This is an optimization exercise on Yosys and OpenROAD, whose aim is small area, not a production implementation. At most, simulation tests tie the RTL to the original design; equivalence was not proved. Power and IR drop assume default switching activity.

==> module analog_filter, before the edit <==
module analog_filter(
	input	wire			clk,
	input	wire			rst,
	input	wire			full,
	input	wire	[11:0]	signal_in,
	output	wire	[11:0]	signal_out);
	reg		[191:0]	history;
	reg		[15:0]	sum;
	wire	[15:0]	x = sum;
	wire	[15:0]	y = {4'd0, signal_in};
	wire	[15:0]	z = {4'hf, ~(history[191:180] & {12{full}})};
	wire	[15:0]	s = x ^ y ^ z;
	wire	[16:0]	k = {(x & y) | (z & (x ^ y)), 1'b1};
	wire	[16:0]	c;
	wire	[15:0]	next;
	assign c[0] = 1'b0;
	genvar i;
	generate for (i = 0; i < 16; i = i + 1) begin : g
		assign next[i] = s[i] ^ k[i] ^ c[i];
		assign c[i+1] = (s[i] & k[i]) | (c[i] & (s[i] ^ k[i]));
	end endgenerate
	always @(posedge clk)
	begin
		history <= {history[179:0], signal_in};
		if (rst)
			sum <= 16'd0;
		else
			sum <= next;
	end
	assign signal_out = sum[15:4];
endmodule
==> flow/config.mk <==
export PLATFORM = sky130hd
export DESIGN_NAME = printer_core
export DESIGN_NICKNAME = printer_core
export VERILOG_FILES = /design/flow/design.v
export SDC_FILE = /design/flow/constraint.sdc
export NUM_CORES = 4
export LEC_CHECK = 0
export ABC_AREA = 1
export CAP_MARGIN = 20
export CORE_MARGIN = 2
export CORE_UTILIZATION = 75
export CTS_BUF_LIST = sky130_fd_sc_hd__clkbuf_8
export CTS_CLUSTER_DIAMETER = 80
export CTS_CLUSTER_SIZE = 16
export SLEW_MARGIN = 20
==> flow/constraint.sdc <==
create_clock -name core_clock -period 10.0 [get_ports {clk}]
set_input_delay 2.0000 -clock core_clock [delete_from_list [all_inputs] [get_ports {clk}]]
set_output_delay 2.0000 -clock core_clock [all_outputs]
set_load 0.01 [all_outputs]
standard.sh (not shown) runs the stock make flow with config.mk's settings and CLKGATE_MAP_FILE= SYNTH_SCRIPT=/design/flow/synth_recipe.tcl, a recipe that flattens the netlist after the stock synthesis.
==> flow/flow/run.sh <==
#!/bin/bash
# The standard layout (standard.sh: ORFS synthesis to final) with changes to
# how it is made:
#  - synthesis maps the logic with an area-oriented ABC script
#    (flow/abc_area.script, used through ABC_AREA=1 in config.mk) in place of
#    ORFS's, and leaves adders to ABC instead of extracting full and half
#    adder cells first (ADDER_MAP_FILE empty); only the combinational
#    mapping changes, so the registers, their names and cell types are those
#    of the standard synthesis;
#  - the input and output ports get the smallest buffer,
#    sky130_fd_sc_hd__buf_1, instead of the one buffer_ports picks;
#  - clock tree synthesis (CTS_ARGS, the settings of config.mk written out)
#    inserts no dummy loads.
# ORFS writes each step's log under orfs/logs; make's own output goes to
# standard.log.
set -euo pipefail
rm -rf scripts_area
cp -r "$FLOW_HOME/scripts" scripts_area
cp flow/abc_area.script scripts_area/abc_area.script
export BUFFER_PORTS_ARGS="-buffer_cell sky130_fd_sc_hd__buf_1"
export CTS_ARGS="-sink_clustering_enable -repair_clock_nets -sink_clustering_size 16 -sink_clustering_max_diameter 80 -buf_list sky130_fd_sc_hd__clkbuf_8 -dont_use_dummy_load"
bash standard.sh SCRIPTS_DIR="$PWD/scripts_area" ADDER_MAP_FILE= finish > standard.log 2>&1
==> flow/flow/abc_area.script <==
strash
&get -n
&fraig -x
&put
scorr
dc2
strash
dch -f
amap -m -F 2 -A 8
Next try:
--- a/flow/design.v
+++ b/flow/design.v
@@ -690,9 +690,10 @@
 	input	wire			full,
 	input	wire	[11:0]	signal_in,
 	output	wire	[11:0]	signal_out);
 	reg		[191:0]	history;
-	reg		[15:0]	sum;
+	reg		[15:0]	sum_n;		 
+	wire	[15:0]	sum = ~sum_n;
 	wire	[15:0]	x = sum;
 	wire	[15:0]	y = {4'd0, signal_in};
 	wire	[15:0]	z = {4'hf, ~(history[191:180] & {12{full}})};
 	wire	[15:0]	s = x ^ y ^ z;
@@ -708,11 +709,11 @@
 	always @(posedge clk)
 	begin
 		history <= {history[179:0], signal_in};
 		if (rst)
-			sum <= 16'd0;
+			sum_n <= 16'hffff;
 		else
-			sum <= next;
+			sum_n <= ~next;
 	end
 	assign signal_out = sum[15:4];
 endmodule
 module endstop_filter(
Effect: Die area is about the same; design area went down slightly; worst setup slack improves by 0.061 ns; synthesized cell count went up slightly; global-route usage went down by 0.46 points; power went down slightly; maximum frequency went up slightly; routed wire length went down by a few percent; sequential share of layout area went up by 0.17 points; via count went down slightly; first-iteration DRC count went down by a little under a tenth; area after synthesis hardly moves.

========
Another version of the RTL of printer_core (not shown whole).
For scale: about 4100 cells after synthesis, ~1100 flip-flops.
==> module ripple_inc, before the edit <==
module ripple_inc #(parameter W = 32) (
	input	wire	[W-1:0]	a,
	input	wire			en,
	output	wire	[W-1:0]	y);
	wire	[W:0]	c;
	assign c[0] = en;
	genvar i;
	generate for (i = 0; i < W; i = i + 1) begin : g
		assign y[i] = a[i] ^ c[i];
		assign c[i+1] = c[i] & a[i];
	end endgenerate
endmodule
==> module step_count, before the edit <==
module step_count(
	input	wire	[31:0]	q,
	input	wire	[31:0]	x,
	input	wire			load,
	input	wire			neg,
	input	wire			done,
	output	wire	[31:0]	q_next,
	output	wire			dir_next);
	wire	[31:0]	a = load ? x : q;
	wire	[32:0]	b;
	wire	[31:0]	t;
	assign b[0] = load ? neg : done;
	genvar i;
	generate for (i = 0; i < 32; i = i + 1) begin : g
		assign t[i] = a[i] ^ b[i];
		assign b[i+1] = b[i] & !a[i];
	end endgenerate
	wire	t31 = x[31] ^ (neg & !(|x[30:0]));
	assign q_next = t ^ {32{load & t31}};
	assign dir_next = t31 ^ neg;
endmodule
clock: 10.0 ns
lec_check: 0
cap_margin: 20
core_margin: 2
core_utilization: 65
cts_cluster_diameter: 100
cts_cluster_size: 25
slew_margin: 20
==> flow/flow/run.sh <==
#!/bin/bash
# The standard layout (standard.sh: ORFS synthesis to final), except that the
# input and output ports get the smallest buffer, sky130_fd_sc_hd__buf_1,
# instead of the one buffer_ports picks by default. ORFS writes each step's
# log under orfs/logs; make's own output goes to standard.log.
set -euo pipefail
export BUFFER_PORTS_ARGS="-buffer_cell sky130_fd_sc_hd__buf_1"
bash standard.sh > standard.log 2>&1
Next try:
--- a/flow/design.v
+++ b/flow/design.v
@@ -86,13 +86,16 @@
 	output	wire	[W-1:0]	y);
 	wire	[W:0]	c;
 	assign c[0] = en;
 	genvar i;
 	generate for (i = 0; i < W; i = i + 1) begin : g
 		assign y[i] = a[i] ^ c[i];
-		assign c[i+1] = c[i] & a[i];
+		if (W > 20 && i == W / 2 - 1)
+			assign c[i+1] = c[0] & (&a[i:0]);
+		else
+			assign c[i+1] = c[i] & a[i];
 	end endgenerate
 endmodule
 module ripple_dec #(parameter W = 32) (
 	input	wire	[W-1:0]	a,
 	input	wire			en,
 	output	wire	[W-1:0]	y);
@@ -129,13 +132,16 @@
 	wire	[32:0]	b;
 	wire	[31:0]	t;
 	assign b[0] = load ? neg : done;
 	genvar i;
 	generate for (i = 0; i < 32; i = i + 1) begin : g
 		assign t[i] = a[i] ^ b[i];
-		assign b[i+1] = b[i] & !a[i];
+		if (i == 15)
+			assign b[16] = b[0] & !(|a[15:0]);
+		else
+			assign b[i+1] = b[i] & !a[i];
 	end endgenerate
 	wire	t31 = x[31] ^ (neg & !(|x[30:0]));
 	assign q_next = t ^ {32{load & t31}};
 	assign dir_next = t31 ^ neg;
 endmodule
 module ripple_cneg #(parameter W = 32) (
After rerunning:
- The new run completed without violations
- critical path depth goes down by 22
- fmax goes up by about a fifth
- sequential power is about the same
- synthesized cell count rises slightly
- flip-flop and latch count does not change
- clock skew drops by 3.9 ps
Only the layout flow was run in the first run of this note; the RTL was not checked for function there.

[what the ideal ports hide]
In the flow no input, the clock included, has a driving cell. The finished layouts below were timed again as built, in two steps. Step 1 (the two cells are an assumption about what drives the block):
set clk [get_ports {clk}]
set_driving_cell -lib_cell sky130_fd_sc_hd__clkbuf_16 $clk
set_driving_cell -lib_cell sky130_fd_sc_hd__buf_2 [delete_from_list [all_inputs] $clk]
Step 2 also shifts input and output timing later by t, the mid clock arrival at the registers, as if the neighbouring blocks saw the same clock. a / b / c = ideal ports / drivers / drivers and shift; a / b = the first two.
run	t, ns	setup slack, ns	latest minus earliest clock arrival (ns)
the first run of note 1	0.751	0.991 / 1.013 / 0.262	0.079 / 0.080
the second run of note 1	0.744	1.053 / 1.096 / 0.352	0.089 / 0.088
the first run of note 2	0.698	0.421 / 0.455 / -0.243	0.030 / 0.030
the second run of note 2	0.690	2.147 / 2.189 / 1.499	0.024 / 0.023
With both steps, setup timing fails in the first run of note 2, where it was met with ideal ports. The setup slack of the first run of note 1, which loses most, moves by +0.022 ns with the drivers and by -0.729 ns with both steps.
